Background: an optimization exercise with open tools, aiming at small area, a short achievable clock period and few clock cycles per item. Do not read the settings as production practice. RTL that was checked went through simulation tests only; none was proved equivalent to the original. No functional check of the RTL was part of runs 1 and 2. Power is estimated from default activity; no workload was simulated.

==> flow/design.v <==
module dffhr (d, r, clk, q);
  parameter WIDTH = 1;
  input 			r;
  input 			clk;
  input 	[WIDTH-1:0] 	d;
  output 	[WIDTH-1:0] 	q;
  reg 		[WIDTH-1:0] 	q;
  always @ (posedge clk) 
    if ( r ) 
      q <= {WIDTH{1'b0}};
    else
      q <= d;
endmodule  
module sha1_add2 (x, y, s);
   input [31:0]  x, y;
   output [31:0] s;
   wire [31:0] p0 = x ^ y;
   wire [31:0] g0 = x & y;
   wire [31:0] g1, p1, g2, p2, g3, p3, g4, p4, g5;
   genvar i;
   generate
      for (i = 0; i < 32; i = i + 1) begin : l1
         if (i < 1) begin
            assign g1[i] = g0[i];  assign p1[i] = p0[i];
         end else begin
            assign g1[i] = g0[i] | (p0[i] & g0[i-1]);
            assign p1[i] = p0[i] & p0[i-1];
         end
      end
      for (i = 0; i < 32; i = i + 1) begin : l2
         if (i < 2) begin
            assign g2[i] = g1[i];  assign p2[i] = p1[i];
         end else begin
            assign g2[i] = g1[i] | (p1[i] & g1[i-2]);
            assign p2[i] = p1[i] & p1[i-2];
         end
      end
      for (i = 0; i < 32; i = i + 1) begin : l3
         if (i < 4) begin
            assign g3[i] = g2[i];  assign p3[i] = p2[i];
         end else begin
            assign g3[i] = g2[i] | (p2[i] & g2[i-4]);
            assign p3[i] = p2[i] & p2[i-4];
         end
      end
      for (i = 0; i < 32; i = i + 1) begin : l4
         if (i < 8) begin
            assign g4[i] = g3[i];  assign p4[i] = p3[i];
         end else begin
            assign g4[i] = g3[i] | (p3[i] & g3[i-8]);
            assign p4[i] = p3[i] & p3[i-8];
         end
      end
      for (i = 0; i < 32; i = i + 1) begin : l5
         if (i < 16) begin
            assign g5[i] = g4[i];
         end else begin
            assign g5[i] = g4[i] | (p4[i] & g4[i-16]);
         end
      end
   endgenerate
   assign s = p0 ^ {g5[30:0], 1'b0};
endmodule
module sha1_add3 (x, y, z, s);
   input [31:0]  x, y, z;
   output [31:0] s;
   wire [31:0] cs_s = x ^ y ^ z;
   wire [31:0] cs_c = (x & y) | (x & z) | (y & z);
   sha1_add2 add (.x(cs_s), .y({cs_c[30:0], 1'b0}), .s(s));
endmodule
module sha1_exec(clk, reset, start, data_in, load_in, cv,
  use_prev_cv, busy, out_valid, cv_next);
   input clk, reset;
   input start;
   input [31:0] data_in;
   input load_in;
   input [159:0] cv;
   input use_prev_cv;
   output        busy;
   output        out_valid;
   output [159:0] cv_next;
   reg            run;         
   reg [6:0]      e;           
   reg            feed_q;      
   reg            valid_q, busy_q;
   reg            is0, is1, le15, ring_q, ysel_q, last_q;
   reg            g0, g1, g2, g3;   
   wire           start_nc = start & ~use_prev_cv;
   wire           step = is0 | (le15 ? feed_q : run);
   reg [6:0]      e_n;
   reg            run_n;
   always @* begin
      run_n = run;
      e_n = e;
      if (start) begin
         run_n = 1'b1;
         if (start_nc) e_n = 7'd0;
         else if (step) e_n = e + 7'd1;
      end else if (last_q) begin
         run_n = 1'b0;
         e_n = 7'd0;
      end else if (step)
        e_n = e + 7'd1;
      if (reset) begin
         run_n = 1'b0;
         e_n = 7'd0;
      end
   end
   always @(posedge clk) begin
      run     <= run_n;
      e       <= e_n;
      is0     <= (e_n == 7'd0);
      is1     <= (e_n == 7'd1);
      le15    <= (e_n <= 7'd15);
      ring_q  <= (e_n >= 7'd78);
      ysel_q  <= (e_n >= 7'd81);
      last_q  <= (e_n == 7'd82);
      g0      <= (e_n <= 7'd20);
      g1      <= (e_n >= 7'd21) & (e_n <= 7'd40);
      g2      <= (e_n >= 7'd41) & (e_n <= 7'd60);
      g3      <= (e_n >= 7'd61);
      if (reset) begin
         feed_q  <= 1'b0;
         valid_q <= 1'b0;
         busy_q  <= 1'b1;
      end else begin
         feed_q  <= load_in | (run & le15);
         valid_q <= last_q;
         busy_q  <= ~last_q;
      end
   end
   assign out_valid = valid_q;
   assign busy = busy_q;
   reg [511:0]    w_q;
   wire [31:0]    wx = w_q[511:480] ^ w_q[447:416] ^ w_q[255:224] ^ w_q[95:64];
   wire [31:0]    wgen = {wx[30:0], wx[31]};
   wire [31:0]    w_new = run ? (le15 ? w_q[511:480] : wgen) : data_in;
   always @(posedge clk)
     if (load_in | run)
       w_q <= {w_q[479:0], w_new};
   wire [31:0]    wt = w_q[31:0];
   reg [159:0]    h_q;
   wire [31:0]    h0 = h_q[159:128];
   wire [31:0]    h1 = h_q[127:96];
   wire [31:0]    h2 = h_q[95:64];
   wire [31:0]    h3 = h_q[63:32];
   wire [31:0]    h4 = h_q[31:0];
   reg [31:0]     a, b, c, d, F, P;
   wire [31:0]    b30 = {b[1:0], b[31:2]};
   wire [31:0]    fch  = (a & b30) | (~a & c);
   wire [31:0]    fpar = a ^ b30 ^ c;
   wire [31:0]    fmaj = (a & b30) | (a & c) | (b30 & c);
   wire [31:0]    f = g0 ? fch : (g2 ? fmaj : fpar);
   wire [31:0]    K = ({32{g0}} & 32'h5A827999) | ({32{g1}} & 32'h6ED9EBA1) |
                  ({32{g2}} & 32'h8F1BBCDC) | ({32{g3}} & 32'hCA62C1D6);
   wire [31:0]    p_n;
   sha1_add3 add_p (.x(d), .y(wt), .z(K), .s(p_n));
   wire [31:0]    a_sum;
   sha1_add3 add_a (.x({a[26:0], a[31:27]}), .y(F), .z(P), .s(a_sum));
   always @(posedge clk)
     if (step) begin
        if (is0) begin
           a <= h1;
           b <= {h2[29:0], h2[31:30]};
           c <= h3;
           d <= h4;
        end else begin
           a <= is1 ? h0 : a_sum;
           b <= a;
           c <= b30;
           d <= c;
        end
        F <= f;
        P <= p_n;
     end
   wire [31:0]    y = ysel_q ? a : {a[1:0], a[31:2]};
   wire [31:0]    r_sum;
   sha1_add2 add_r (.x(h4), .y(y), .s(r_sum));
   always @(posedge clk)
     if (start_nc)
       h_q <= cv;
     else if (ring_q)
       h_q <= {r_sum, h0, h1, h2, h3};
   assign cv_next = h_q;
endmodule  
==> flow/run.sh <==
#!/bin/bash
# synth_recipe.tcl (not shown) runs the flow's synth.tcl, then flattens the netlist and writes it again
# the make line also repeats each setting of config.mk as NAME=value (left out here)
make -C /OpenROAD-flow-scripts/flow DESIGN_CONFIG=/design/flow/config.mk WORK_HOME=/design/flow/orfs CLKGATE_MAP_FILE= SYNTH_SCRIPT=/design/flow/synth_recipe.tcl finish
==> flow/config.mk <==
export PLATFORM = sky130hd
export DESIGN_NAME = sha1_exec
export DESIGN_NICKNAME = sha1_exec
export VERILOG_FILES = /design/flow/design.v
export SDC_FILE = /design/flow/constraint.sdc
export NUM_CORES = 4
export LEC_CHECK = 0
export ABC_CLOCK_PERIOD_IN_PS = 1500
export CAP_MARGIN = 20
export CORE_MARGIN = 2
export CORE_UTILIZATION = 40
export SETUP_SLACK_MARGIN = 5
export SLEW_MARGIN = 20
==> flow/constraint.sdc <==
create_clock -name core_clock -period 8.0 [get_ports {clk}]
set_input_delay 1.6000 -clock core_clock [delete_from_list [all_inputs] [get_ports {clk}]]
set_output_delay 1.6000 -clock core_clock [all_outputs]
set_load 0.01 [all_outputs]
==> results of run 1 <==
[synthesized netlist by cell type (11+ instances only)]
library cell,n
nand3_1,28
nand4_1,14
nor2_1,94
ha_1,95
fa_1,94
mux2i_1,42
buf_1,11
xnor2_1,144
o21ai_0,109
nand2_1,501
dfxtp_1,21
edfxtp_1,864
inv_1,88
a21oi_1,137
a211oi_1,51
xor2_1,31
o21a_1,32
and3_1,14
mux2_2,158
o211ai_1,23
a21o_1,37
nand2b_1,12
nor2b_1,41
clkbuf_1,94
nor3_1,20
a31oi_1,11
o31ai_1,11
[cell type report]
type | instances | area (um2)
fillers | 8455 | 47500
inverters | 89 | 334
diodes | 1 | 2.50
well taps | 1298 | 1620
clock buffers | 110 | 2450
flip-flops and latches | 885 | 26400
clock inverters | 65 | 659
multi-input cells | 1807 | 14700
repair buffers | 679 | 6240
[through the flow]
stage / util / power (W)
2_1_floorplan: - / 0.0116
3_3_place_gp: 0.455 / 0.0138
4_1_cts: 0.514 / 0.0197
6_report: 0.525 / 0.0206
3_5_place_dp: 0.455 / 0.0138
5_1_grt: 0.525 / 0.0216
[power groups by stage]
stage / Sequential [W] / Clock [W] / Combinational (W)
detailed placement: 0.00706 / 0 / 0.00675
global route: 0.00692 / 0.00469 / 0.0100
CTS: 0.00685 / 0.00451 / 0.00831
finish: 0.00684 / 0.00442 / 0.00932
global placement: 0.00706 / 0 / 0.00674
floorplan: 0.00671 / 0 / 0.00490
[cell usage in the layout, fill, tap and decap left out, drive strengths merged, types with 6 or more instances in the layout]
master,count
a21boi,6
buf,353
bufinv,11
nand3,28
nand2,502
a211oi,51
nor2,94
a21o,38
o31ai,11
fa,94
o22ai,8
clkbuf,118
and3,14
o21ai,112
clkdlybuf4s50,194
a31oi,11
clkinv,47
ha,95
dlygate4sd2,24
nand4,14
o21a,32
clkdlybuf4s15,97
xnor2,144
or3,6
nor3,20
o21bai,6
or2,10
nor3b,6
dfxtp,21
nand2b,14
edfxtp,864
a21oi,138
mux2,158
nor2b,42
xor2,31
o211ai,23
mux2i,42
inv,91
[repair_timing]
action / 4_1_cts / 5_1_grt
resized for setup: 579 / 171
setup buffers: 240 / 52
gates cloned: 11 / 1
pin swaps: 78 / 119
setup endpoints to repair: 919 / 271
[cell families after synthesis]
| kind of cell | after synthesis | share of synthesized area |
|---|---|---|
| AOI/OAI and AO/OA | 476 | 0.0757 |
| xor gates and xnor gates | 175 | 0.0381 |
| adders and majority gates | 189 | 0.0764 |
| buffers and inverters | 194 | 0.0181 |
| DFF | 885 | 0.656 |
| muxes | 200 | 0.0547 |
| and+or+nand+nor | 762 | 0.0810 |
[worst min-delay path by stage]
| stage | from | end | slack [ns] |
|---|---|---|---|
| floorplan | w_q[96] | w_q[128] | 0.40 |
| global placement | w_q[271] | w_q[303] | 0.40 |
| detailed placement | w_q[106] | w_q[138] | 0.40 |
| finish | w_q[381] | w_q[413] | 0.41 |
| global route | w_q[348] | w_q[380] | 0.42 |
| CTS | w_q[381] | w_q[413] | 0.40 |
[per-layer routing]
layer	routed length (um)	share of wire	vias to the layer above
met2	53100	0.47	893
met1	50000	0.44	13000
met4	3030	0.027	4
met5	33	0.00029	-
li1	-	-	11900
met3	7170	0.063	168
[worst max-delay path, delay by kind of cell, from the launching register on]
kind	cells	cell delay, ns
AOI/OAI and AO/OA	7	1.69
xor gates and xnor gates	1	0.09
adders and majority gates	2	0.80
buffers and inverters	1	0.14
DFF	1	0.38
and+or+nand+nor	1	0.26
[registers in the layout (all words and copies together), names as in the netlist, 7 cells and up]
signal  flops
e           7
d          32
P          32
h_q       160
b          32
c          32
a          32
F          32
w_q       512
==> results.sh, run 1 <==
export IMPL_status="no timing/DRC/antenna violations"
export IMPL_use_met2=0.340
export IMPL_reg2reg_depth=12
export IMPL_cp_required_ns=8.42
export IMPL_cts_buffer_depth=3
export IMPL_crit_start="g2"
export IMPL_post_drt_wl_per_cell_um=23.0
export IMPL_fmax_ghz=0.278
export IMPL_synth_area_leader_cell="edfxtp_1"
export IMPL_start_util=0.403
export IMPL_clkPwrFrac=0.215
export IMPL_port_buffers=358
export IMPL_cts_hold_buf=0
export IMPL_tightest_slew_ns=1.01
export IMPL_ys_ff_latch=885
export IMPL_ys_flop_type="edfxtp_1"
export IMPL_synth_edf_count=864
export IMPL_max_cap_violations=0
export IMPL_finalNonFillerCells=4934
export IMPL_synth_nets=3267
export IMPL_synth_cell_types=68
export IMPL_grt_use_met1=0.302
export IMPL_num_vias=25900
export IMPL_whs_path_depth=0
export IMPL_synth_async_reset_ratio=0
export IMPL_clockRootBuffer="clkbuf_16"
export IMPL_worstSetupEndpoint="P[31]"
export IMPL_setup_viol=0
export IMPL_antenna_found_initial=3
export IMPL_finalSetupTns_ns=0
export IMPL_pwr_share_comb=0.453
export IMPL_place_ws_ns=3.51
export IMPL_netlist_instances=2881
export IMPL_r2r_slack_ns=4.40
export IMPL_reg2reg_from="g2"
export IMPL_synth_area_um2=40200
export IMPL_yosys_top_cells_area="edfxtp_1, fa_1, nand2_1"
export IMPL_insertion_delay_ns=0.68
export IMPL_swShare=0.368
export IMPL_slowest_delay_ns=0.41
export IMPL_ys_warn_count=1
export IMPL_cts_sinks=885
export IMPL_top_usage_layer="met2"
export IMPL_ir_worst_vdd_mv=0.281
export IMPL_slew_headroom=0.323
export IMPL_numCtsBuffers=94
export IMPL_fp_coreArea_um2=99900
export IMPL_via_per_inst=5.26
export IMPL_drive_gt1_frac=0.253
export IMPL_fp_dieH_um=321
export IMPL_drt_pass1_iterations=5
export IMPL_holdCritPathClass="flop to flop"
export IMPL_reg2reg_to="P[31]"
export IMPL_nets=3942
export IMPL_crit_chain="buf_12 -> or2_4 -> fa_1 -> ha_1 -> o21a_1 -> o31a_1 -> o311ai_4 -> a21boi_2 -> o41a_1 -> a311o_1 -> a21oi_2 -> xnor2_1"
export IMPL_dpl_cell_area_um2=45400
export IMPL_row_count=116
export IMPL_critPathArrivalTime_ns=4.02
export IMPL_seqPwrFrac=0.332
export IMPL_antenna_left=0
export IMPL_final_cell_area_um2=52400
export IMPL_worstSetupPathType="flop to flop"
export IMPL_drt_wl_total_mm=113
export IMPL_power_leakage_nw=20.0
export IMPL_dp_cells=4454
export IMPL_finClkSkew_ns=0.0283
export IMPL_yosysSeqAreaShare=0.656
export IMPL_period_needed_ns=3.60
export IMPL_dp_hpwl_mm=70.6
export IMPL_worstSetupEndpointType="flop"
export IMPL_cts_tree="yes"
export IMPL_hold_ws_ns=0.405
export IMPL_setup_slack_ns=4.40
export IMPL_report_final_slew_viol_count=0
export IMPL_syn_avg_cell_area_um2=14.0
export IMPL_die_area_um2=103000
export IMPL_grt_use_total=0.214
export IMPL_die_x_um=321
export IMPL_hold_viol=0
export IMPL_met3_usage=0.0371
export IMPL_p_per_area_nw_per_um2=393
export IMPL_p_sw_w=0.00757
export IMPL_cp_max_fo=4
export IMPL_grt_pass1_wl_mm=163
export IMPL_ctsHtreeMaxLevel=3
export IMPL_area_growth_pct=30.3
export IMPL_fin_crit_sh=0.450
export IMPL_internal_power_w=0.0130
export IMPL_cp_slowest_cell="o41a_1"
export IMPL_grt_pass1_vias=25200
export IMPL_io_pin_count=359
export IMPL_drc=0
export IMPL_yosys_area_top_type_share=0.646
export IMPL_overflow=0
export IMPL_grt_max_degree=117
export IMPL_place_congestion=0.866
export IMPL_worstSetupStartpointType="flop"
export IMPL_clk_pin_slew_ns=0.06
export IMPL_rsz0062_at_grt="yes"
export IMPL_drt_iter0_markers=2289
==> inputs of run 2 (changes only) <==
--- a/flow/config.mk
+++ b/flow/config.mk
@@ -5,7 +5,7 @@
 export SDC_FILE = /design/flow/constraint.sdc
 export NUM_CORES = 4
 export LEC_CHECK = 0
-export ABC_CLOCK_PERIOD_IN_PS = 1500
+export ABC_CLOCK_PERIOD_IN_PS = 2500
 export CAP_MARGIN = 20
 export CORE_MARGIN = 2
 export CORE_UTILIZATION = 40
==> results.sh, run 2 <==
export IMPL_post_drt_wl_per_cell_um=23.0
export IMPL_die_x_um=321
export IMPL_start_util=0.403
export IMPL_holdCritPathClass="flop to flop"
export IMPL_io_pin_count=359
export IMPL_pwr_share_comb=0.453
export IMPL_synth_commonest_cells="edfxtp_1, nand2_1, mux2_2"
export IMPL_cts_hold_buf=0
export IMPL_dp_cells=4454
export IMPL_cts_sinks=885
export IMPL_antenna_left=0
export IMPL_cts_tree="yes"
export IMPL_yosysSeqAreaShare=0.656
export IMPL_grt_max_degree=117
export IMPL_fp_coreArea_um2=99900
export IMPL_top_register="w_q"
export IMPL_tightest_slew_ns=1.01
export IMPL_clockRootBuffer="clkbuf_16"
export IMPL_hold_ws_ns=0.405
export IMPL_synth_edf_count=864
export IMPL_synth_area_um2=40200
export IMPL_drive_gt1_frac=0.253
export IMPL_synth_cell_types=68
export IMPL_ys_flop_type="edfxtp_1"
export IMPL_p_sw_w=0.00757
export IMPL_worstSetupPathType="flop to flop"
export IMPL_worstSetupStartpointType="flop"
export IMPL_ys_warn_count=1
export IMPL_fin_crit_sh=0.450
export IMPL_num_vias=25900
export IMPL_slew_headroom=0.323
export IMPL_period_needed_ns=3.60
export IMPL_fmax_ghz=0.278
export IMPL_ys_ff_latch=885
export IMPL_synth_nets=3267
export IMPL_final_common_cell="edfxtp_1"
export IMPL_p_per_area_nw_per_um2=393
export IMPL_status="no timing/DRC/antenna violations"
export IMPL_drt_wl_total_mm=113
export IMPL_dp_hpwl_mm=70.6
export IMPL_via_per_inst=5.26
export IMPL_overflow=0
export IMPL_nets=3942
export IMPL_seqPwrFrac=0.332
export IMPL_row_count=116
export IMPL_drt_pass1_iterations=5
export IMPL_clk_pin_slew_ns=0.06
export IMPL_port_buffers=358
export IMPL_drt_iter0_markers=2289
export IMPL_ctsHtreeMaxLevel=3
export IMPL_layout_common_cells="edfxtp_1, nand2_1, buf_4"
export IMPL_rsz0062_at_grt="yes"
export IMPL_synth_async_reset_ratio=0
export IMPL_area_growth_pct=30.3
export IMPL_insertion_delay_ns=0.68
export IMPL_ir_worst_vdd_mv=0.281
export IMPL_hold_viol=0
export IMPL_largest_reg_flops=512
export IMPL_finalSetupTns_ns=0
export IMPL_netlist_instances=2881
export IMPL_internal_power_w=0.0130
export IMPL_report_final_slew_viol_count=0
export IMPL_finalNonFillerCells=4934
export IMPL_grt_pass1_vias=25200
export IMPL_cp_required_ns=8.42
export IMPL_syn_avg_cell_area_um2=14.0
export IMPL_swShare=0.368
export IMPL_die_area_um2=103000
export IMPL_finClkSkew_ns=0.0283
export IMPL_power_leakage_nw=20.0
export IMPL_grt_pass1_wl_mm=163
export IMPL_cp_max_fo=4
export IMPL_setup_viol=0
export IMPL_cts_buffer_depth=3
export IMPL_largestRegisters="w_q (512), h_q (160)"
export IMPL_drc=0
export IMPL_critPathArrivalTime_ns=4.02
export IMPL_yosys_area_top_type_share=0.646
export IMPL_max_cap_violations=0
export IMPL_grt_use_total=0.214
export IMPL_place_congestion=0.866
export IMPL_clkPwrFrac=0.215
export IMPL_yosys_top_cells_area="edfxtp_1, fa_1, nand2_1"
export IMPL_synth_area_leader_cell="edfxtp_1"
export IMPL_fp_dieH_um=321
export IMPL_yosysMostFrequentCell="edfxtp_1"
export IMPL_worstSetupEndpointType="flop"
export IMPL_antenna_found_initial=3
export IMPL_numCtsBuffers=94
run 2: cell counts in the layout (fill, tap and decap cells not counted):
No cell type changed its count.
run 2: repair_timing:
action	CTS	global route
endpoints found under the setup margin	919	271
gates cloned	11	1
gates resized for setup	579	171
pin swaps	78	119
buffers inserted	240	52
run 2: final timing paths:
check             startpoint        to  slack (ns)  depth (start not counted)
hold reg to reg     w_q[381]  w_q[413]        0.41                          0
setup / recovery          g2     P[31]        4.40                         12
setup reg to reg          g2     P[31]        4.40                         12
hold / removal      w_q[381]  w_q[413]        0.41                          0
run 2: logic make-up after synthesis:
group           count (synthesis)  synth area share
mux                           200            0.0547
fa+ha+maj                     189            0.0764
simple gates                  762            0.0810
flops                         885             0.656
compound gates                476            0.0757
xor+xnor                      175            0.0381
buf+inv                       194            0.0181
run 2: layer usage:
metal  up-vias  wire length [um]  track usage
met4         4              3030       0.0600
li1      11900                 -            -
met3       168              7170       0.0371
met2       893             53100        0.340
met5         -                33            0
met1     13000             50000        0.302
run 2: area by class of cell:
type / instances / area [um2]
Fill cell: 8455 / 47500
Sequential cell: 885 / 26400
Clock buffer: 110 / 2450
Clock inverter: 65 / 659
Antenna cell: 1 / 2.50
Tap cell: 1298 / 1620
Inverter: 89 / 334
Timing Repair Buffer: 679 / 6240
Multi-Input combinational cell: 1807 / 14700
run 2: worst max-delay path, stage by stage, from the launching register on:
cell and delay (ns):
dfxtp_4 0.38, buf_12 0.14, or2_4 0.26, fa_1 0.40
ha_1 0.40, o21a_1 0.23, o31a_1 0.16, o311ai_4 0.29
a21boi_2 0.11, o41a_1 0.41, a311o_1 0.36, a21oi_2 0.13
xnor2_1 0.09
run 2: metrics by stage:
stage	power [W]	instance area, um2	util	worst slack (ns)
after floorplan	0.0116	40500	-	2.26
after global placement	0.0138	45400	0.455	3.52
after detailed placement	0.0138	45400	0.455	3.51
after CTS	0.0197	51300	0.514	4.36
after global routing	0.0216	52400	0.525	4.32
final	0.0206	52400	0.525	4.40
run 2: power by group through the flow:
| stage | logic, W | clock network (W) | registers, W |
|---|---|---|---|
| CTS | 0.00831 | 0.00451 | 0.00685 |
| floorplan | 0.00490 | 0 | 0.00671 |
| finish | 0.00932 | 0.00442 | 0.00684 |
| detailed placement | 0.00675 | 0 | 0.00706 |
| global placement | 0.00674 | 0 | 0.00706 |
| global route | 0.0100 | 0.00469 | 0.00692 |
==> inputs of run 3 (changes only) <==
--- a/flow/design.v
+++ b/flow/design.v
@@ -85,60 +85,57 @@
    reg            valid_q, busy_q;
    reg            is0, is1, le15, ring_q, ysel_q, last_q;
    reg            g0, g1, g2, g3;   
+   reg            q1, q0, x12;      
    wire           start_nc = start & ~use_prev_cv;
    wire           step = is0 | (le15 ? feed_q : run);
-   reg [6:0]      e_n;
-   reg            run_n;
-   always @* begin
-      run_n = run;
-      e_n = e;
-      if (start) begin
-         run_n = 1'b1;
-         if (start_nc) e_n = 7'd0;
-         else if (step) e_n = e + 7'd1;
-      end else if (last_q) begin
-         run_n = 1'b0;
-         e_n = 7'd0;
-      end else if (step)
-        e_n = e + 7'd1;
+   wire [6:0]     e_adv = step ? e + 7'd1 : e;
+   wire           zero = reset | start_nc | last_q;
+   wire [6:0]     e_n = zero ? 7'd0 : e_adv;
+   always @(posedge clk) begin
+      e       <= e_n;
+      is0     <= zero | (e_adv == 7'd0);
+      is1     <= ~zero & (e_adv == 7'd1);
+      le15    <= zero | (e_adv <= 7'd15);
+      ring_q  <= ~zero & (e_adv >= 7'd78);
+      ysel_q  <= ~zero & (e_adv >= 7'd81);
+      last_q  <= ~zero & (e_adv == 7'd82);
+      g0      <= zero | (e_adv <= 7'd20);
+      g1      <= ~zero & (e_adv >= 7'd21) & (e_adv <= 7'd40);
+      g2      <= ~zero & (e_adv >= 7'd41) & (e_adv <= 7'd60);
+      g3      <= ~zero & (e_adv >= 7'd61);
+      q1      <= ~zero & (e_adv >= 7'd41);
+      q0      <= ~zero & (((e_adv >= 7'd21) & (e_adv <= 7'd40)) | (e_adv >= 7'd61));
+      x12     <= ~zero & (e_adv >= 7'd21) & (e_adv <= 7'd60);
       if (reset) begin
-         run_n = 1'b0;
-         e_n = 7'd0;
-      end
-   end
-   always @(posedge clk) begin
-      run     <= run_n;
-      e       <= e_n;
-      is0     <= (e_n == 7'd0);
-      is1     <= (e_n == 7'd1);
-      le15    <= (e_n <= 7'd15);
-      ring_q  <= (e_n >= 7'd78);
-      ysel_q  <= (e_n >= 7'd81);
-      last_q  <= (e_n == 7'd82);
-      g0      <= (e_n <= 7'd20);
-      g1      <= (e_n >= 7'd21) & (e_n <= 7'd40);
-      g2      <= (e_n >= 7'd41) & (e_n <= 7'd60);
-      g3      <= (e_n >= 7'd61);
-      if (reset) begin
+         run     <= 1'b0;
          feed_q  <= 1'b0;
+         have16  <= 1'b0;
          valid_q <= 1'b0;
          busy_q  <= 1'b1;
       end else begin
+         run     <= start | (run & ~last_q);
          feed_q  <= load_in | (run & le15);
+         have16  <= ~start & ~run & ~le15 & (feed_q | have16);
          valid_q <= last_q;
          busy_q  <= ~last_q;
       end
    end
    assign out_valid = valid_q;
    assign busy = busy_q;
-   reg [511:0]    w_q;
-   wire [31:0]    wx = w_q[511:480] ^ w_q[447:416] ^ w_q[255:224] ^ w_q[95:64];
+   reg [479:0]    wv;
+   reg [31:0]     dq;
+   reg            have16;      
+   wire [31:0]    wx = wv[479:448] ^ wv[415:384] ^ wv[223:192] ^ wv[63:32];
    wire [31:0]    wgen = {wx[30:0], wx[31]};
-   wire [31:0]    w_new = run ? (le15 ? w_q[511:480] : wgen) : data_in;
-   always @(posedge clk)
-     if (load_in | run)
-       w_q <= {w_q[479:0], w_new};
-   wire [31:0]    wt = w_q[31:0];
+   wire           push = run | (feed_q & le15);
+   wire           dq_hold = ~run & ~le15 & (feed_q | have16);
+   always @(posedge clk) begin
+      if (push)
+        wv <= {wv[447:0], dq};
+      if (~dq_hold)
+        dq <= run ? (le15 ? wv[479:448] : wgen) : data_in;
+   end
+   wire [31:0]    wt = dq;
    reg [159:0]    h_q;
    wire [31:0]    h0 = h_q[159:128];
    wire [31:0]    h1 = h_q[127:96];
@@ -151,8 +148,10 @@
    wire [31:0]    fpar = a ^ b30 ^ c;
    wire [31:0]    fmaj = (a & b30) | (a & c) | (b30 & c);
    wire [31:0]    f = g0 ? fch : (g2 ? fmaj : fpar);
-   wire [31:0]    K = ({32{g0}} & 32'h5A827999) | ({32{g1}} & 32'h6ED9EBA1) |
-                  ({32{g2}} & 32'h8F1BBCDC) | ({32{g3}} & 32'hCA62C1D6);
+   wire [31:0]    K = {q1, ~g2, g1, g0, 1'b1, x12, 1'b1, g2,
+                      ~q1, q0, g3, x12, x12, 1'b0, ~g1, x12,
+                      ~g0, ~g2, ~g3, ~q0, ~g3, g2, g1, ~g2,
+                      1'b1, q1, g1, ~g1, ~q0, q1, g3, ~q1};
    wire [31:0]    p_n;
    sha1_add3 add_p (.x(d), .y(wt), .z(K), .s(p_n));
    wire [31:0]    a_sum;
==> flow/flow/run.sh (new file) <==
#!/bin/bash
# Layout flow: the standard ORFS flow (standard.sh, unchanged synthesis),
# with the input/output port buffers inserted as buf_1 instead of ORFS's
# default pick; the resizer upsizes them where timing needs it.
# The make output goes to flow_make.log here; each ORFS step keeps its own
# log under orfs/logs/.
set -euo pipefail
export BUFFER_PORTS_ARGS="-buffer_cell sky130_fd_sc_hd__buf_1"
bash standard.sh finish > flow_make.log 2>&1
==> flow/standard.sh (new file) <==
#!/bin/bash
# synth_recipe.tcl (not shown) runs the flow's synth.tcl, then flattens the netlist and writes it again
# the make line also repeats each setting of config.mk as NAME=value (left out here)
make -C /OpenROAD-flow-scripts/flow DESIGN_CONFIG=/design/flow/config.mk WORK_HOME=/design/flow/orfs CLKGATE_MAP_FILE= SYNTH_SCRIPT=/design/flow/synth_recipe.tcl "${@:-finish}"
--- a/flow/config.mk
+++ b/flow/config.mk
@@ -5,9 +5,10 @@
 export SDC_FILE = /design/flow/constraint.sdc
 export NUM_CORES = 4
 export LEC_CHECK = 0
-export ABC_CLOCK_PERIOD_IN_PS = 2500
 export CAP_MARGIN = 20
 export CORE_MARGIN = 2
 export CORE_UTILIZATION = 40
+export CTS_CLUSTER_DIAMETER = 70
+export CTS_CLUSTER_SIZE = 35
 export SETUP_SLACK_MARGIN = 5
 export SLEW_MARGIN = 20
removed: flow/run.sh
==> results.sh, run 3 <==
export IMPL_status="no timing/DRC/antenna violations"
export IMPL_use_met2=0.320
export IMPL_cts_tree="yes"
export IMPL_cts_sinks=889
export IMPL_worstSetupStartpointType="flop"
export IMPL_worstSetupEndpointType="flop"
export IMPL_clkPwrFrac=0.170
export IMPL_layout_common_cells="edfxtp_1, nand2_1, buf_1"
export IMPL_place_congestion=0.909
export IMPL_report_final_slew_viol_count=0
export IMPL_grt_max_degree=218
export IMPL_finalSetupTns_ns=0
export IMPL_clockRootBuffer="clkbuf_16"
export IMPL_clk_pin_slew_ns=0.10
export IMPL_seqPwrFrac=0.351
export IMPL_power_leakage_nw=17.8
export IMPL_nets=3803
export IMPL_synth_async_reset_ratio=0
export IMPL_syn_avg_cell_area_um2=13.9
export IMPL_num_vias=25300
export IMPL_cts_buffer_depth=3
export IMPL_ys_flop_type="edfxtp_1"
export IMPL_ctsHtreeMaxLevel=2
export IMPL_yosys_area_top_type_share=0.643
export IMPL_via_per_inst=5.32
export IMPL_overflow=0
export IMPL_drt_pass1_iterations=5
export IMPL_netlist_instances=2901
export IMPL_yosys_top_cells_area="edfxtp_1, nand2_1, fa_1"
export IMPL_met3_usage=0.0282
export IMPL_antenna_cells=0
export IMPL_finClkSkew_ns=0.0385
export IMPL_synth_nets=3287
export IMPL_ys_ff_latch=889
export IMPL_top_usage_layer="met2"
export IMPL_largestRegisters="wv (480), h_q (160)"
export IMPL_grt_use_met1=0.290
export IMPL_drive_gt1_frac=0.204
export IMPL_muxShareOfSynthArea=0.0551
export IMPL_drt_wl_total_mm=108
export IMPL_drc=0
export IMPL_fp_coreArea_um2=100000
export IMPL_ys_warn_count=1
export IMPL_pwr_share_comb=0.479
export IMPL_row_count=116
export IMPL_crit_buf_inv=1
export IMPL_cts_hold_buf=0
export IMPL_largest_reg_flops=480
export IMPL_post_drt_wl_per_cell_um=22.6
export IMPL_yosysMostFrequentCell="edfxtp_1"
export IMPL_grt_pass1_vias=24600
export IMPL_critPathArrivalTime_ns=3.91
export IMPL_drt_iter0_markers=2207
export IMPL_synthXorXnorAreaFrac=0.0397
export IMPL_grt_use_total=0.203
export IMPL_cp_required_ns=8.43
export IMPL_synth_top_family_by_area="simple AND/OR/NAND/NOR gates"
export IMPL_slew_headroom=0.244
export IMPL_dp_cells=4475
export IMPL_fmax_ghz=0.287
export IMPL_grt_pass1_wl_mm=157
export IMPL_io_pin_count=359
export IMPL_total_power_w=0.0195
export IMPL_synthAdderAreaFrac=0.0760
export IMPL_final_common_cell="edfxtp_1"
export IMPL_insertion_delay_ns=0.67
export IMPL_synth_cell_types=79
export IMPL_rsz0062_at_grt="yes"
export IMPL_synth_area_um2=40300
export IMPL_fillers=8592
export IMPL_period_needed_ns=3.48
export IMPL_antenna_left=0
export IMPL_fin_crit_sh=0.436
export IMPL_swShare=0.393
export IMPL_yosysSeqAreaShare=0.656
export IMPL_die_x_um=321
export IMPL_synth_area_leader_cell="edfxtp_1"
export IMPL_synth_commonest_cells="edfxtp_1, nand2_1, mux2_2"
export IMPL_antenna_found_initial=2
export IMPL_holdCritPathClass="flop to flop"
export IMPL_fp_dieH_um=321
export IMPL_max_cap_violations=0
export IMPL_synth_edf_count=864
export IMPL_worstSetupPathType="flop to flop"
export IMPL_hold_viol=0
export IMPL_synth_compound_area_frac=0.0707
export IMPL_crit_chain="fa_1 -> ha_2 -> inv_2 -> fa_2 -> nor2b_2 -> o21a_1 -> o21ai_2 -> a21oi_2 -> a21oi_4 -> o211ai_4 -> a311oi_2 -> and3_1 -> or3b_1"
export IMPL_tightest_slew_ns=1.13
export IMPL_setup_viol=0
export IMPL_numCtsBuffers=53
export IMPL_dp_hpwl_mm=69.1
export IMPL_finalNonFillerCells=4757
export IMPL_cp_slowest_cell="fa_1"
export IMPL_slowest_delay_ns=0.54
export IMPL_p_per_area_nw_per_um2=400
export IMPL_area_growth_pct=20.6
export IMPL_start_util=0.403
export IMPL_cp_max_fo=3
export IMPL_port_buffers=358
export IMPL_internal_power_w=0.0118
export IMPL_top_register="wv"
export IMPL_synth_simple_gate_area_frac=0.0841
export IMPL_die_area_um2=103000
export IMPL_ir_worst_vdd_mv=0.403
export IMPL_p_sw_w=0.00764
export IMPL_cp_top_family="adder cells"
-- run 3: area by class of cell --
cell class / count / area (um2) / area share
flip-flops and latches: 889 / 26500 / 0.545
well taps: 1298 / 1620 / 0.0334
clock buffers: 53 / 1330 / 0.0273
repair buffers: 555 / 3350 / 0.0688
inverters: 100 / 402 / 0.00826
repair inverters: 2 / 17.5 / 0.000360
clock inverters: 44 / 729 / 0.0150
multi-input cells: 1816 / 14700 / 0.302
-- run 3: cell families after synthesis --
kind of cell / count (synthesis)
and+or+nand+nor: 785
DFF: 889
buffers and inverters: 198
AOI/OAI and AO/OA: 457
xor gates and xnor gates: 181
adders and majority gates: 189
muxes: 202
-- run 3: final timing paths --
check	start	end	slack [ns]	depth (start not counted)
hold reg to reg	wv[336]	wv[368]	0.41	0
setup / recovery	a[28]	a[31]	4.52	13
setup reg to reg	a[28]	a[31]	4.52	13
hold / removal	wv[336]	wv[368]	0.41	0
-- run 3: timing repair --
action	4_1_cts	5_1_grt
resized for setup	236	127
setup buffers	135	41
pin swaps	103	83
cloned	4	3
endpoints found under the setup margin	299	185
-- run 3: power by group through the flow --
stage / Clock [W] / Combinational [W] / Sequential, W
3_3_place_gp: 0 / 0.00658 / 0.00706
3_5_place_dp: 0 / 0.00666 / 0.00706
4_1_cts: 0.00341 / 0.00822 / 0.00684
2_1_floorplan: 0 / 0.00487 / 0.00673
5_1_grt: 0.00357 / 0.0100 / 0.00692
6_report: 0.00331 / 0.00931 / 0.00683
-- run 3: stage by stage --
step            util  area, um2  hold slack (ns)  setup WS, ns
6_report       0.486      48600            0.407          4.52
5_1_grt        0.486      48600            0.414          4.38
4_1_cts        0.477      47700            0.411          4.54
3_5_place_dp   0.434      43400            0.405          3.55
3_3_place_gp   0.434      43400            0.400          3.58
2_1_floorplan      -      40600            0.400          3.75
-- run 3: routing by layer --
metal | part of all wire | wire [um] | up-vias
met4 | 0.033 | 3510 | 2
met1 | 0.45 | 48000 | 12700
met2 | 0.46 | 49900 | 883
met3 | 0.059 | 6360 | 179
li1 | - | - | 11500
met5 | 0.00010 | 11 | -
Testbench counts of run 3, summed over its fixed seeds: cycles 33,416, blocks 384.
==> inputs of run 4 (changes only) <==
--- a/flow/config.mk
+++ b/flow/config.mk
@@ -8,7 +8,5 @@
 export CAP_MARGIN = 20
 export CORE_MARGIN = 2
 export CORE_UTILIZATION = 40
-export CTS_CLUSTER_DIAMETER = 70
-export CTS_CLUSTER_SIZE = 35
 export SETUP_SLACK_MARGIN = 5
 export SLEW_MARGIN = 20
==> results.sh, run 4 <==
export IMPL_io_pin_count=359
export IMPL_clkPwrFrac=0.219
export IMPL_synthAdderAreaFrac=0.0760
export IMPL_via_per_inst=5.29
export IMPL_num_vias=25500
export IMPL_synth_area_leader_cell="edfxtp_1"
export IMPL_cp_required_ns=8.38
export IMPL_top_usage_layer="met2"
export IMPL_fin_crit_sh=0.439
export IMPL_overflow=0
export IMPL_die_area_um2=103000
export IMPL_synth_async_reset_ratio=0
export IMPL_largest_reg_flops=480
export IMPL_muxShareOfSynthArea=0.0551
export IMPL_nets=3835
export IMPL_hold_viol=0
export IMPL_clk_pin_slew_ns=0.06
export IMPL_synth_nets=3287
export IMPL_yosysSeqAreaShare=0.656
export IMPL_synth_area_um2=40300
export IMPL_cp_max_fo=4
export IMPL_swShare=0.369
export IMPL_pwr_share_comb=0.447
export IMPL_holdCritPathClass="flop to flop"
export IMPL_met3_usage=0.0356
export IMPL_yosys_area_top_type_share=0.643
export IMPL_row_count=116
export IMPL_insertion_delay_ns=0.68
export IMPL_cts_buffer_depth=3
export IMPL_max_cap_violations=0
export IMPL_ys_warn_count=1
export IMPL_worstSetupStartpointType="flop"
export IMPL_ys_flop_type="edfxtp_1"
export IMPL_yosys_top_cells_area="edfxtp_1, nand2_1, fa_1"
export IMPL_drive_gt1_frac=0.208
export IMPL_netlist_instances=2901
export IMPL_cts_sinks=889
export IMPL_slew_headroom=0.298
export IMPL_status="no timing/DRC/antenna violations"
export IMPL_antenna_left=0
export IMPL_synth_simple_gate_area_frac=0.0841
export IMPL_ys_ff_latch=889
export IMPL_worstSetupEndpointType="flop"
export IMPL_p_sw_w=0.00757
export IMPL_grt_max_degree=218
export IMPL_grt_use_met1=0.289
export IMPL_ctsHtreeMaxLevel=3
export IMPL_synth_commonest_cells="edfxtp_1, nand2_1, mux2_2"
export IMPL_fmax_ghz=0.285
export IMPL_grt_pass1_wl_mm=158
export IMPL_start_util=0.403
export IMPL_area_growth_pct=23.0
export IMPL_antenna_found_initial=1
export IMPL_setup_viol=0
export IMPL_top_register="wv"
export IMPL_multiInputGateArea_um2=14700
export IMPL_dp_cells=4475
export IMPL_clockRootBuffer="clkbuf_16"
export IMPL_use_met2=0.321
export IMPL_grt_use_total=0.205
export IMPL_synth_edf_count=864
export IMPL_final_common_cell="edfxtp_1"
export IMPL_p_per_area_nw_per_um2=413
export IMPL_internal_power_w=0.0129
export IMPL_report_final_slew_viol_count=0
export IMPL_drt_pass1_iterations=5
export IMPL_reg2reg_depth=12
export IMPL_place_congestion=0.909
export IMPL_whs_path_depth=0
export IMPL_port_buffers=358
export IMPL_drt_iter0_markers=2060
export IMPL_synth_cell_types=79
export IMPL_finalNonFillerCells=4825
export IMPL_synth_top_family_by_area="simple AND/OR/NAND/NOR gates"
export IMPL_dp_hpwl_mm=69.1
export IMPL_period_needed_ns=3.51
export IMPL_place_ws_ns=3.55
export IMPL_tightest_slew_ns=1.05
export IMPL_rsz0062_at_grt="yes"
export IMPL_setup_slack_ns=4.49
export IMPL_post_drt_wl_per_cell_um=22.5
export IMPL_yosysMostFrequentCell="edfxtp_1"
export IMPL_finClkSkew_ns=0.0254
export IMPL_fp_coreArea_um2=100000
export IMPL_cts_hold_buf=0
export IMPL_seqPwrFrac=0.334
export IMPL_numCtsBuffers=96
export IMPL_critPathArrivalTime_ns=3.89
export IMPL_largestRegisters="wv (480), h_q (160)"
export IMPL_regArea_um2=26500
export IMPL_synthXorXnorAreaFrac=0.0397
export IMPL_drc=0
export IMPL_finalSetupTns_ns=0
export IMPL_worstSetupPathType="flop to flop"
export IMPL_cts_tree="yes"
export IMPL_drt_wl_total_mm=109
export IMPL_fillers=8506
export IMPL_syn_avg_cell_area_um2=13.9
export IMPL_synth_compound_area_frac=0.0707
export IMPL_layout_common_cells="edfxtp_1, nand2_1, buf_1"
export IMPL_power_leakage_nw=18.3
export IMPL_die_x_um=321
export IMPL_grt_pass1_vias=25000
export IMPL_ir_worst_vdd_mv=0.390
export IMPL_fp_dieH_um=321
==> run 4: per-layer routing <==
layer,part of all wire,vias up
met2,0.46,957
met1,0.44,12700
met4,0.033,0
met5,0,-
met3,0.062,193
li1,-,11600
==> run 4: area by class of cell <==
class                   count  share of cell area
well taps                1298              0.0327
clock buffers             118              0.0513
flip-flops and latches    889               0.534
inverters                 100             0.00810
diodes                      1           0.0000505
repair buffers            545              0.0650
multi-input cells        1815               0.296
repair inverters            2            0.000353
clock inverters            57              0.0128
==> run 4: path summary, 6_finish.rpt <==
| check | slack (ns) | to | from |
|---|---|---|---|
| hold reg to reg | 0.40 | wv[55] | wv[23] |
| hold / removal | 0.40 | wv[55] | wv[23] |
| setup reg to reg | 4.49 | h_q[155] | a[6] |
| setup / recovery | 4.49 | h_q[155] | a[6] |
==> run 4: per-stage QoR <==
step           area [um2]  utilization  power [W]  hold WS [ns]
2_1_floorplan       40600            -     0.0116         0.400
3_3_place_gp        43400        0.434     0.0136         0.400
3_5_place_dp        43400        0.434     0.0137         0.405
4_1_cts             48700        0.487     0.0199         0.381
5_1_grt             49600        0.496     0.0216         0.406
6_report            49600        0.496     0.0205         0.402
==> run 4: repair_timing <==
item                       CTS  global route
pin swaps                   99            91
resized for setup          222           121
cloned                       5             2
setup buffers              129            36
setup endpoints to repair  289           220
==> run 4: cell families (layout without fill, tap and decap cells) <==
logic type / Yosys count / count (layout)
flip-flops: 889 / 889
AND/OR/NAND/NOR: 785 / 786
AO/OA/AOI/OAI: 457 / 457
multiplexers: 202 / 202
buffers and inverters: 198 / 822
adder cells (fa/ha/maj): 189 / 189
XOR/XNOR: 181 / 181
other: 0 / 1
==> run 4: critical path, stage by stage, from the launching register on <==
cell and delay [ns]:
edfxtp_1 0.53, buf_4 0.20, mux2_4 0.28, ha_4 0.24
and3_4 0.16, a41oi_4 0.23, a31oi_4 0.15, o311a_4 0.41
a2111o_1 0.41, a21oi_4 0.19, o21bai_1 0.12, mux2i_1 0.19
o211ai_1 0.11
==> run 4: power by group through the flow <==
stage	clock network, W	registers (W)	logic [W]
floorplan	0	0.00673	0.00487
global placement	0	0.00706	0.00658
detailed placement	0	0.00706	0.00666
CTS	0.00461	0.00686	0.00848
global route	0.00478	0.00693	0.00986
finish	0.00449	0.00685	0.00917
==> inputs of run 5 (changes only) <==
--- a/flow/design.v
+++ b/flow/design.v
@@ -176,9 +176,7 @@
    wire [31:0]    r_sum;
    sha1_add2 add_r (.x(h4), .y(y), .s(r_sum));
    always @(posedge clk)
-     if (start_nc)
-       h_q <= cv;
-     else if (ring_q)
-       h_q <= {r_sum, h0, h1, h2, h3};
+     if (start_nc | ring_q)
+       h_q <= ring_q ? {r_sum, h0, h1, h2, h3} : cv;
    assign cv_next = h_q;
 endmodule  
--- a/flow/config.mk
+++ b/flow/config.mk
@@ -5,6 +5,7 @@
 export SDC_FILE = /design/flow/constraint.sdc
 export NUM_CORES = 4
 export LEC_CHECK = 0
+export ABC_AREA = 1
 export CAP_MARGIN = 20
 export CORE_MARGIN = 2
 export CORE_UTILIZATION = 40
==> results.sh, run 5 <==
export IMPL_status="no timing/DRC/antenna violations"
export IMPL_antenna_found_initial=0
export IMPL_overflow=0
export IMPL_top_register="wv"
export IMPL_grt_pass1_wl_mm=173
export IMPL_drc=0
export IMPL_clockRootBuffer="clkbuf_16"
export IMPL_yosys_top_cells_area="edfxtp_1, nand2_1, fa_1"
export IMPL_cp_slowest_cell="edfxtp_1"
export IMPL_nets=4634
export IMPL_io_pin_count=359
export IMPL_area_growth_pct=16.6
export IMPL_yosysMostFrequentCell="nand2_1"
export IMPL_internal_power_w=0.0119
export IMPL_crit_buf_inv=1
export IMPL_fmax_ghz=0.331
export IMPL_synth_async_reset_ratio=0
export IMPL_syn_avg_cell_area_um2=10.9
export IMPL_rsz0062_at_grt="yes"
export IMPL_synth_area_leader_cell="edfxtp_1"
export IMPL_start_util=0.403
export IMPL_ys_ff_latch=889
export IMPL_die_x_um=327
export IMPL_numCtsBuffers=95
export IMPL_fin_crit_sh=0.377
export IMPL_finalSetupTns_ns=0
export IMPL_hold_viol=0
export IMPL_cts_tree="yes"
export IMPL_final_common_cell="nand2_1"
export IMPL_ir_worst_vdd_mv=0.245
export IMPL_synth_area_um2=41600
export IMPL_layout_common_cells="nand2_1, edfxtp_1, buf_1"
export IMPL_final_core_util=0.470
export IMPL_grt_max_degree=182
export IMPL_grt_pass1_vias=27800
export IMPL_ys_flop_type="edfxtp_1"
export IMPL_largest_reg_flops=480
export IMPL_finClkSkew_ns=0.0217
export IMPL_max_cap_violations=0
export IMPL_synth_edf_count=864
export IMPL_clkPwrFrac=0.209
export IMPL_synth_cell_types=42
export IMPL_antenna_left=0
export IMPL_drive_gt1_frac=0.0742
export IMPL_cts_hold_buf=0
export IMPL_num_vias=28900
export IMPL_cp_top_family="flip-flops"
export IMPL_port_buffers=358
export IMPL_insertion_delay_ns=0.67
export IMPL_synth_commonest_cells="nand2_1, edfxtp_1, inv_1"
export IMPL_dp_hpwl_mm=82.6
export IMPL_via_per_inst=5.07
export IMPL_synth_nets=4203
export IMPL_die_area_um2=107000
export IMPL_drt_wl_total_mm=117
export IMPL_power_leakage_nw=19.7
export IMPL_p_sw_w=0.00854
export IMPL_netlist_instances=3817
export IMPL_grt_use_total=0.215
export IMPL_ctsHtreeMaxLevel=3
export IMPL_worstSetupEndpointType="output port"
export IMPL_seqPwrFrac=0.344
export IMPL_worstSetupPathType="flop to output port"
export IMPL_clk_pin_slew_ns=0.06
export IMPL_antenna_cells=0
export IMPL_post_drt_wl_per_cell_um=20.5
export IMPL_crit_chain="buf_6"
export IMPL_fp_dieH_um=327
export IMPL_cts_sinks=889
export IMPL_drt_iter0_markers=2630
export IMPL_dp_cells=5469
export IMPL_swShare=0.417
export IMPL_critPathArrivalTime_ns=1.42
export IMPL_worstSetupStartpointType="flop"
export IMPL_p_per_area_nw_per_um2=422
export IMPL_period_needed_ns=3.02
export IMPL_row_count=118
export IMPL_pwr_share_comb=0.447
export IMPL_yosys_area_top_type_share=0.623
export IMPL_drt_pass1_iterations=6
export IMPL_finalNonFillerCells=5705
export IMPL_slew_headroom=0.234
export IMPL_fp_coreArea_um2=103000
export IMPL_setup_viol=0
export IMPL_tightest_slew_ns=1.14
export IMPL_holdCritPathClass="flop to flop"
export IMPL_place_congestion=0.920
export IMPL_cp_required_ns=6.40
export IMPL_cp_max_fo=3
export IMPL_report_final_slew_viol_count=0
export IMPL_ys_warn_count=1
export IMPL_hold_ws_ns=0.411
export IMPL_cts_buffer_depth=3
export IMPL_slowest_delay_ns=0.54
export IMPL_largestRegisters="wv (480), h_q (160)"
export IMPL_yosysSeqAreaShare=0.635
==> run 5: changes by cell type after synthesis, sizes merged, moves of 28 or more <==
cell	previous run	this run
a211oi	42	1
a21o	32	4
inv	100	351
mux2i	42	0
a21oi	150	101
nor2	90	239
o21ai	118	218
nand2	525	1281
mux2	160	0
nand3	15	148
nor2b	50	0
==> run 5: per-stage QoR <==
| step | setup slack, ns | power, W | instance area (um2) |
|---|---|---|---|
| 6_report | 4.98 | 0.0205 | 48500 |
| 5_1_grt | 4.94 | 0.0219 | 48500 |
| 3_5_place_dp | 3.66 | 0.0155 | 44500 |
| 3_3_place_gp | 3.66 | 0.0154 | 44500 |
| 2_1_floorplan | 3.33 | 0.0126 | 41700 |
| 4_1_cts | 4.93 | 0.0201 | 48100 |
==> run 5: area by class of cell <==
class                   count  area [um2]
clock inverters            57         492
repair buffers            435        2180
fillers                  9634       54800
multi-input cells        2475       13800
well taps                1380        1730
flip-flops and latches    889       26500
clock buffers             117        2510
inverters                 352        1340
==> run 5: cells by family (layout without fill, tap and decap cells) <==
group,count (synthesis),count (layout),share of synthesized area
DFF,889,889,0.635
adders and majority gates,189,189,0.0736
buffers and inverters,456,961,0.0415
AOI/OAI and AO/OA,408,408,0.0538
xor gates and xnor gates,152,152,0.0322
and+or+nand+nor,1723,1726,0.164
==> run 5: power by group through the flow <==
stage               Combinational (W)  Sequential (W)  Clock (W)
finish                        0.00916         0.00705    0.00428
global route                   0.0101         0.00715    0.00456
CTS                           0.00860         0.00710    0.00438
detailed placement            0.00828         0.00721          0
global placement              0.00824         0.00719          0
floorplan                     0.00574         0.00689          0
==> run 5: repair_timing <==
| action | in CTS | in global routing |
|---|---|---|
| pin swaps | 7 | 10 |
| gates resized for setup | 44 | 71 |
| cloned | 5 | 1 |
| buffers inserted | 37 | 19 |
| endpoints found under the setup margin | 833 | 345 |
==> run 5: path summary, 6_finish.rpt <==
check / startpoint / end / slack (ns) / depth (start not counted)
worst max-delay path: h_q[11] / cv_next[11] / 4.98 / 1
worst min-delay path: wv[325] / wv[357] / 0.41 / 0
worst max register to register: a[3] / a[26] / 5.08 / 14
worst min register to register: wv[325] / wv[357] / 0.41 / 0
==> run 5: metal layers <==
metal,track usage,share of wire
met1,0.302,0.44
met2,0.346,0.47
met3,0.0296,0.062
met4,0.0715,0.031
met5,0,0
Testbench counts of run 5, summed over its fixed seeds: cycles 33,416, blocks 384.
==> inputs of run 6 (changes only) <==
--- a/flow/config.mk
+++ b/flow/config.mk
@@ -9,5 +9,7 @@
 export CAP_MARGIN = 20
 export CORE_MARGIN = 2
 export CORE_UTILIZATION = 40
+export CTS_CLUSTER_DIAMETER = 150
+export CTS_CLUSTER_SIZE = 25
 export SETUP_SLACK_MARGIN = 5
 export SLEW_MARGIN = 20
==> results.sh, run 6 <==
export IMPL_crit_start="h_q[27]"
export IMPL_top_register="wv"
export IMPL_drt_pass1_iterations=6
export IMPL_fin_crit_sh=0.376
export IMPL_power_leakage_nw=18.8
export IMPL_finalSetupTns_ns=0
export IMPL_largest_reg_flops=480
export IMPL_ys_warn_count=1
export IMPL_drive_gt1_frac=0.0556
export IMPL_cp_top_family="flip-flops"
export IMPL_synth_commonest_cells="nand2_1, edfxtp_1, inv_1"
export IMPL_crit_buf_inv=1
export IMPL_p_sw_w=0.00811
export IMPL_critPathArrivalTime_ns=1.41
export IMPL_report_final_slew_viol_count=0
export IMPL_synth_cell_types=42
export IMPL_layout_common_cells="nand2_1, edfxtp_1, buf_1"
export IMPL_post_drt_wl_per_cell_um=20.7
export IMPL_worstSetupEndpoint="cv_next[27]"
export IMPL_drt_wl_total_mm=116
export IMPL_crit_chain="clkbuf_2"
export IMPL_numCtsBuffers=41
export IMPL_io_pin_count=359
export IMPL_clk_pin_slew_ns=0.10
export IMPL_die_x_um=327
export IMPL_port_buffers=358
export IMPL_area_growth_pct=12.4
export IMPL_slowest_delay_ns=0.56
export IMPL_yosys_top_cells_area="edfxtp_1, nand2_1, fa_1"
export IMPL_synth_area_leader_cell="edfxtp_1"
export IMPL_ys_flop_type="edfxtp_1"
export IMPL_cts_tree="yes"
export IMPL_final_common_cell="nand2_1"
export IMPL_synth_edf_count=864
export IMPL_setup_viol=0
export IMPL_p_per_area_nw_per_um2=398
export IMPL_worstSetupPathType="flop to output port"
export IMPL_start_util=0.403
export IMPL_multiInputGateArea_um2=13800
export IMPL_yosysMostFrequentCell="nand2_1"
export IMPL_fmax_ghz=0.333
export IMPL_netlist_instances=3817
export IMPL_pwr_share_comb=0.491
export IMPL_place_congestion=0.920
export IMPL_path_depth=1
export IMPL_finClkSkew_ns=0.0582
export IMPL_regArea_um2=26500
export IMPL_hold_viol=0
export IMPL_synth_area_um2=41600
export IMPL_grt_max_degree=182
export IMPL_overflow=0
export IMPL_fp_dieH_um=327
export IMPL_worstSetupStartpointType="flop"
export IMPL_fillers=9786
export IMPL_cts_sinks=889
export IMPL_cts_buffer_depth=3
export IMPL_reg2reg_depth=12
export IMPL_worstSetupEndpointType="output port"
export IMPL_seqPwrFrac=0.377
export IMPL_num_vias=28500
export IMPL_nets=4592
export IMPL_grt_use_total=0.212
export IMPL_final_cell_area_um2=46800
export IMPL_period_needed_ns=3.01
export IMPL_fp_coreArea_um2=103000
export IMPL_cp_max_fo=3
export IMPL_syn_avg_cell_area_um2=10.9
export IMPL_cp_slowest_cell="edfxtp_1"
export IMPL_dp_hpwl_mm=82.6
export IMPL_antenna_found_initial=1
export IMPL_synth_async_reset_ratio=0
export IMPL_row_count=118
export IMPL_r2r_slack_ns=5.07
export IMPL_synth_nets=4203
export IMPL_antenna_left=0
export IMPL_status="no timing/DRC/antenna violations"
export IMPL_final_core_util=0.453
export IMPL_reg2reg_from="a[0]"
export IMPL_rsz0062_at_grt="yes"
export IMPL_ir_worst_vdd_mv=0.310
export IMPL_slew_headroom=0.370
export IMPL_drc=0
export IMPL_via_per_inst=5.08
export IMPL_dpl_cell_area_um2=44500
export IMPL_clkPwrFrac=0.131
export IMPL_ys_ff_latch=889
export IMPL_clockRootBuffer="clkbuf_16"
export IMPL_max_cap_violations=0
export IMPL_grt_pass1_wl_mm=170
export IMPL_holdCritPathClass="flop to flop"
export IMPL_grt_pass1_vias=27200
export IMPL_internal_power_w=0.0105
export IMPL_reg2reg_to="h_q[159]"
export IMPL_die_area_um2=107000
export IMPL_largestRegisters="wv (480), h_q (160)"
export IMPL_tightest_slew_ns=0.946
export IMPL_insertion_delay_ns=0.66
export IMPL_drt_iter0_markers=2704
export IMPL_swShare=0.436
export IMPL_total_power_w=0.0186
export IMPL_ctsHtreeMaxLevel=2
export IMPL_yosysSeqAreaShare=0.635
export IMPL_cp_required_ns=6.40
export IMPL_yosys_area_top_type_share=0.623
-- run 6: cell counts after synthesis --
Identical to the previous run, type by type.
-- run 6: logic make-up (layout without fill, tap and decap cells) --
kind of cell	after synthesis	in the layout	synth area share
and+or+nand+nor	1723	1726	0.164
DFF	889	889	0.635
buffers and inverters	456	860	0.0415
AOI/OAI and AO/OA	408	408	0.0538
adders and majority gates	189	189	0.0736
xor gates and xnor gates	152	152	0.0322
other	0	1	0
-- run 6: what timing repair did --
item                       CTS  global route
setup endpoints to repair  826           367
buffers inserted            35            32
cloned                       5             1
pin swaps                    7             7
hold buffers                 0             0
resized for setup           42            62
-- run 6: worst min-delay path by stage --
stage	from	to	slack, ns	depth (start not counted)
5_1_grt	wv[312]	wv[344]	0.43	0
2_1_floorplan	wv[68]	wv[100]	0.40	0
3_5_place_dp	wv[79]	wv[111]	0.40	0
6_report	wv[184]	wv[216]	0.42	0
4_1_cts	wv[179]	wv[211]	0.42	0
3_3_place_gp	wv[253]	wv[285]	0.40	0
-- run 6: layout make-up --
| class | instances | area share |
|---|---|---|
| Clock inverter | 3 | 0.00118 |
| Inverter | 352 | 0.0287 |
| Tap cell | 1380 | 0.0369 |
| Antenna cell | 1 | 0.0000535 |
| Multi-Input combinational cell | 2475 | 0.295 |
| Sequential cell | 889 | 0.566 |
| Timing Repair Buffer | 447 | 0.0490 |
| Clock buffer | 58 | 0.0238 |
-- run 6: per-layer routing --
layer	vias to the layer above	global-route usage	routed length, um
met5	-	0	0
met3	140	0.0253	6880
li1	13500	-	-
met2	951	0.345	54100
met4	0	0.0596	3270
met1	13800	0.301	51800
-- run 6: metrics by stage --
stage	hold slack, ns	worst slack (ns)	cells
6_report	0.416	4.99	5605
5_1_grt	0.425	4.93	5604
4_1_cts	0.421	4.89	5570
3_5_place_dp	0.405	3.66	5469
3_3_place_gp	0.400	3.66	5468
2_1_floorplan	0.400	3.33	3817
-- run 6: power by group through the flow --
| stage | Sequential (W) | Clock, W | Combinational, W |
|---|---|---|---|
| after global placement | 0.00719 | 0 | 0.00824 |
| after detailed placement | 0.00721 | 0 | 0.00828 |
| after CTS | 0.00707 | 0.00251 | 0.00862 |
| after floorplan | 0.00689 | 0 | 0.00574 |
| final | 0.00702 | 0.00244 | 0.00914 |
| after global routing | 0.00712 | 0.00266 | 0.0101 |
==> inputs of run 7 (changes only) <==
--- a/flow/design.v
+++ b/flow/design.v
@@ -14,52 +14,52 @@
 module sha1_add2 (x, y, s);
    input [31:0]  x, y;
    output [31:0] s;
-   wire [31:0] p0 = x ^ y;
+   wire [31:0] p = x ^ y;
    wire [31:0] g0 = x & y;
    wire [31:0] g1, p1, g2, p2, g3, p3, g4, p4, g5;
    genvar i;
    generate
       for (i = 0; i < 32; i = i + 1) begin : l1
-         if (i < 1) begin
-            assign g1[i] = g0[i];  assign p1[i] = p0[i];
+         if (i & 1) begin
+            assign g1[i] = g0[i] | (p[i] & g0[i-1]);
+            assign p1[i] = p[i] & p[i-1];
          end else begin
-            assign g1[i] = g0[i] | (p0[i] & g0[i-1]);
-            assign p1[i] = p0[i] & p0[i-1];
+            assign g1[i] = g0[i];  assign p1[i] = p[i];
          end
       end
       for (i = 0; i < 32; i = i + 1) begin : l2
-         if (i < 2) begin
+         if (i & 2) begin
+            assign g2[i] = g1[i] | (p1[i] & g1[((i >> 1) << 1) - 1]);
+            assign p2[i] = p1[i] & p1[((i >> 1) << 1) - 1];
+         end else begin
             assign g2[i] = g1[i];  assign p2[i] = p1[i];
-         end else begin
-            assign g2[i] = g1[i] | (p1[i] & g1[i-2]);
-            assign p2[i] = p1[i] & p1[i-2];
          end
       end
       for (i = 0; i < 32; i = i + 1) begin : l3
-         if (i < 4) begin
+         if (i & 4) begin
+            assign g3[i] = g2[i] | (p2[i] & g2[((i >> 2) << 2) - 1]);
+            assign p3[i] = p2[i] & p2[((i >> 2) << 2) - 1];
+         end else begin
             assign g3[i] = g2[i];  assign p3[i] = p2[i];
-         end else begin
-            assign g3[i] = g2[i] | (p2[i] & g2[i-4]);
-            assign p3[i] = p2[i] & p2[i-4];
          end
       end
       for (i = 0; i < 32; i = i + 1) begin : l4
-         if (i < 8) begin
+         if (i & 8) begin
+            assign g4[i] = g3[i] | (p3[i] & g3[((i >> 3) << 3) - 1]);
+            assign p4[i] = p3[i] & p3[((i >> 3) << 3) - 1];
+         end else begin
             assign g4[i] = g3[i];  assign p4[i] = p3[i];
-         end else begin
-            assign g4[i] = g3[i] | (p3[i] & g3[i-8]);
-            assign p4[i] = p3[i] & p3[i-8];
          end
       end
       for (i = 0; i < 32; i = i + 1) begin : l5
-         if (i < 16) begin
+         if (i & 16) begin
+            assign g5[i] = g4[i] | (p4[i] & g4[15]);
+         end else begin
             assign g5[i] = g4[i];
-         end else begin
-            assign g5[i] = g4[i] | (p4[i] & g4[i-16]);
          end
       end
    endgenerate
-   assign s = p0 ^ {g5[30:0], 1'b0};
+   assign s = p ^ {g5[30:0], 1'b0};
 endmodule
 module sha1_add3 (x, y, z, s);
    input [31:0]  x, y, z;
--- a/flow/config.mk
+++ b/flow/config.mk
@@ -11,5 +11,6 @@
 export CORE_UTILIZATION = 40
 export CTS_CLUSTER_DIAMETER = 150
 export CTS_CLUSTER_SIZE = 25
+export GPL_ROUTABILITY_DRIVEN = 0
 export SETUP_SLACK_MARGIN = 5
 export SLEW_MARGIN = 20
==> results.sh, run 7 <==
export IMPL_status="no timing/DRC/antenna violations"
export IMPL_muxShareOfSynthArea=0
export IMPL_hp_start="wv[254]"
export IMPL_port_buffers=358
export IMPL_via_per_inst=4.98
export IMPL_drt_wl_total_mm=98.0
export IMPL_finClkSkew_ns=0.0432
export IMPL_synth_nets=3845
export IMPL_slowest_delay_ns=0.54
export IMPL_cp_top_family="flip-flops"
export IMPL_grt_use_total=0.184
export IMPL_holdCritPathClass="flop to flop"
export IMPL_ir_worst_vdd_mv=0.268
export IMPL_numCtsBuffers=41
export IMPL_synth_top_family_by_area="simple AND/OR/NAND/NOR gates"
export IMPL_cp_slowest_cell="edfxtp_1"
export IMPL_antenna_left=0
export IMPL_drive_gt1_frac=0.0576
export IMPL_clk_pin_slew_ns=0.10
export IMPL_hold_viol=0
export IMPL_num_vias=25700
export IMPL_fp_dieH_um=321
export IMPL_cts_sinks=889
export IMPL_drt_iter0_markers=2272
export IMPL_top_register="wv"
export IMPL_synth_area_leader_cell="edfxtp_1"
export IMPL_period_needed_ns=2.97
export IMPL_grt_pass1_wl_mm=145
export IMPL_grt_pass1_vias=24200
export IMPL_ys_warn_count=1
export IMPL_io_pin_count=359
export IMPL_synth_edf_count=864
export IMPL_insertion_delay_ns=0.64
export IMPL_r2r_slack_ns=5.08
export IMPL_power_leakage_nw=17.9
export IMPL_drc=0
export IMPL_overflow=0
export IMPL_die_x_um=321
export IMPL_crit_chain="buf_1"
export IMPL_largestRegisters="wv (480), h_q (160)"
export IMPL_synthAdderAreaFrac=0.0808
export IMPL_worstSetupPathType="flop to output port"
export IMPL_yosys_top_cells_area="edfxtp_1, nand2_1, fa_1"
export IMPL_cp_max_fo=3
export IMPL_netlist_instances=3450
export IMPL_cts_hold_buf=0
export IMPL_nets=4214
export IMPL_yosysSeqAreaShare=0.657
export IMPL_layout_common_cells="nand2_1, edfxtp_1, buf_1"
export IMPL_setup_viol=0
export IMPL_fin_crit_sh=0.371
export IMPL_synth_simple_gate_area_frac=0.144
export IMPL_crit_buf_inv=1
export IMPL_cp_required_ns=6.40
export IMPL_fp_coreArea_um2=99900
export IMPL_synth_async_reset_ratio=0
export IMPL_cts_tree="yes"
export IMPL_synth_commonest_cells="nand2_1, edfxtp_1, inv_1"
export IMPL_worstSetupStartpointType="flop"
export IMPL_syn_avg_cell_area_um2=11.7
export IMPL_die_area_um2=103000
export IMPL_ys_flop_type="edfxtp_1"
export IMPL_crit_start="h_q[146]"
export IMPL_area_growth_pct=11.8
export IMPL_p_per_area_nw_per_um2=373
export IMPL_rsz0062_at_grt="yes"
export IMPL_slew_headroom=0.310
export IMPL_worstSetupEndpointType="output port"
export IMPL_grt_max_degree=211
export IMPL_hold_ws_ns=0.412
export IMPL_antenna_found_initial=4
export IMPL_antenna_cells=0
export IMPL_total_power_w=0.0168
export IMPL_ctsHtreeMaxLevel=2
export IMPL_start_util=0.403
export IMPL_drt_pass1_iterations=6
export IMPL_report_final_slew_viol_count=0
export IMPL_max_cap_violations=0
export IMPL_yosys_area_top_type_share=0.645
export IMPL_yosysMostFrequentCell="nand2_1"
export IMPL_final_common_cell="nand2_1"
export IMPL_cts_buffer_depth=3
export IMPL_reg2reg_from="a[4]"
export IMPL_dp_hpwl_mm=65.8
export IMPL_synth_area_um2=40200
export IMPL_row_count=116
export IMPL_clockRootBuffer="clkbuf_16"
export IMPL_synthXorXnorAreaFrac=0.0275
export IMPL_ys_ff_latch=889
export IMPL_synth_compound_area_frac=0.0517
export IMPL_largest_reg_flops=480
export IMPL_post_drt_wl_per_cell_um=19.0
export IMPL_finalSetupTns_ns=0
export IMPL_critPathArrivalTime_ns=1.37
export IMPL_synth_cell_types=47
export IMPL_tightest_slew_ns=1.03
export IMPL_fmax_ghz=0.337
-- run 7: cell types whose count changed in the layout (fill, tap and decap cells not counted), moves of 12 or more --
cell / change
nand4_1: -14
xnor2_1: -12
o21ai_0: -27
nor2_1: -65
clkbuf_1: +15
buf_4: -12
nand3_1: -12
inv_1: -63
xor2_1: -16
nand2_1: -166
-- run 7: metal layers --
metal	up-vias	share of wire	track usage
li1	12400	-	-
met1	12400	0.46	0.269
met2	794	0.46	0.285
met3	140	0.058	0.0260
met4	4	0.030	0.0551
met5	-	0.00024	0
-- run 7: final cells by class --
type	count	area, um2
clock inverter	3	33.8
multi-input combinational	2157	12500
inverter	298	1130
clock buffer	72	1140
timing repair buffer	432	2100
tap	1298	1620
fill	9270	54800
sequential	889	26500
-- run 7: timing repair --
action / CTS / global route
endpoints found under the setup margin: 144 / 491
resized for setup: 26 / 58
setup buffers: 26 / 25
pin swaps: 4 / 7
cloned: 1 / 3
-- run 7: worst paths after layout --
| check | end | cells past startpoint |
|---|---|---|
| worst max-delay path | cv_next[146] | 1 |
| worst min-delay path | wv[286] | 0 |
| worst max register to register | a[27] | 14 |
| worst min register to register | wv[286] | 0 |
-- run 7: stage by stage --
stage	instance area, um2	setup WS (ns)	utilization	instances
4_1_cts	44500	5.00	0.446	5121
3_3_place_gp	43000	4.38	0.431	5019
2_1_floorplan	40300	3.33	-	3450
5_1_grt	45000	4.91	0.451	5149
3_5_place_dp	43000	4.37	0.431	5019
6_report	45000	5.03	0.451	5149
-- run 7: cells by family (layout without fill, tap and decap cells) --
family / Yosys count / after routing
AO/OA/AOI/OAI: 372 / 372
XOR/XNOR: 124 / 124
adder cells (fa/ha/maj): 198 / 198
buffers and inverters: 405 / 805
flip-flops: 889 / 889
AND/OR/NAND/NOR: 1462 / 1463
-- run 7: power breakdown --
part / internal (W) / switching, W / total [W]
combinational: 0.00276 / 0.00449 / 0.00725
sequential: 0.00642 / 0.000677 / 0.00710
clock: 0.000993 / 0.00145 / 0.00244
total: 0.0102 / 0.00661 / 0.0168
Testbench counts of run 7, summed over its fixed seeds: cycles 33,416, blocks 384.

[separate check: timing with driven ports]
In the flow no input, the clock included, has a driving cell. The finished layouts below were timed again as built, in two steps. Step 1: set_driving_cell puts a clkbuf_16 on clk and a buf_2 on each other input, an assumption about the parent block. Step 2, shift: input delay + t, output delay - t, t = (earliest + latest rising clock arrival at the registers) / 2. This alone moves slack from input paths to output paths. Three values: no drivers, after step 1, after step 2; two values: the first two.
| run | t (ns) | setup slack, ns |
|---|---|---|
| run 1 | 0.731 | 4.403 / 4.403 / 4.365 |
| run 2 | 0.731 | 4.403 / 4.403 / 4.365 |
| run 3 | 0.730 | 4.515 / 4.515 / 4.330 |
| run 4 | 0.736 | 4.491 / 4.491 / 4.350 |
| run 5 | 0.732 | 4.980 / 4.908 / 4.461 |
| run 6 | 0.706 | 4.994 / 4.920 / 4.488 |
| run 7 | 0.683 | 5.031 / 4.963 / 4.630 |
After both steps setup and hold are still met in every run listed.
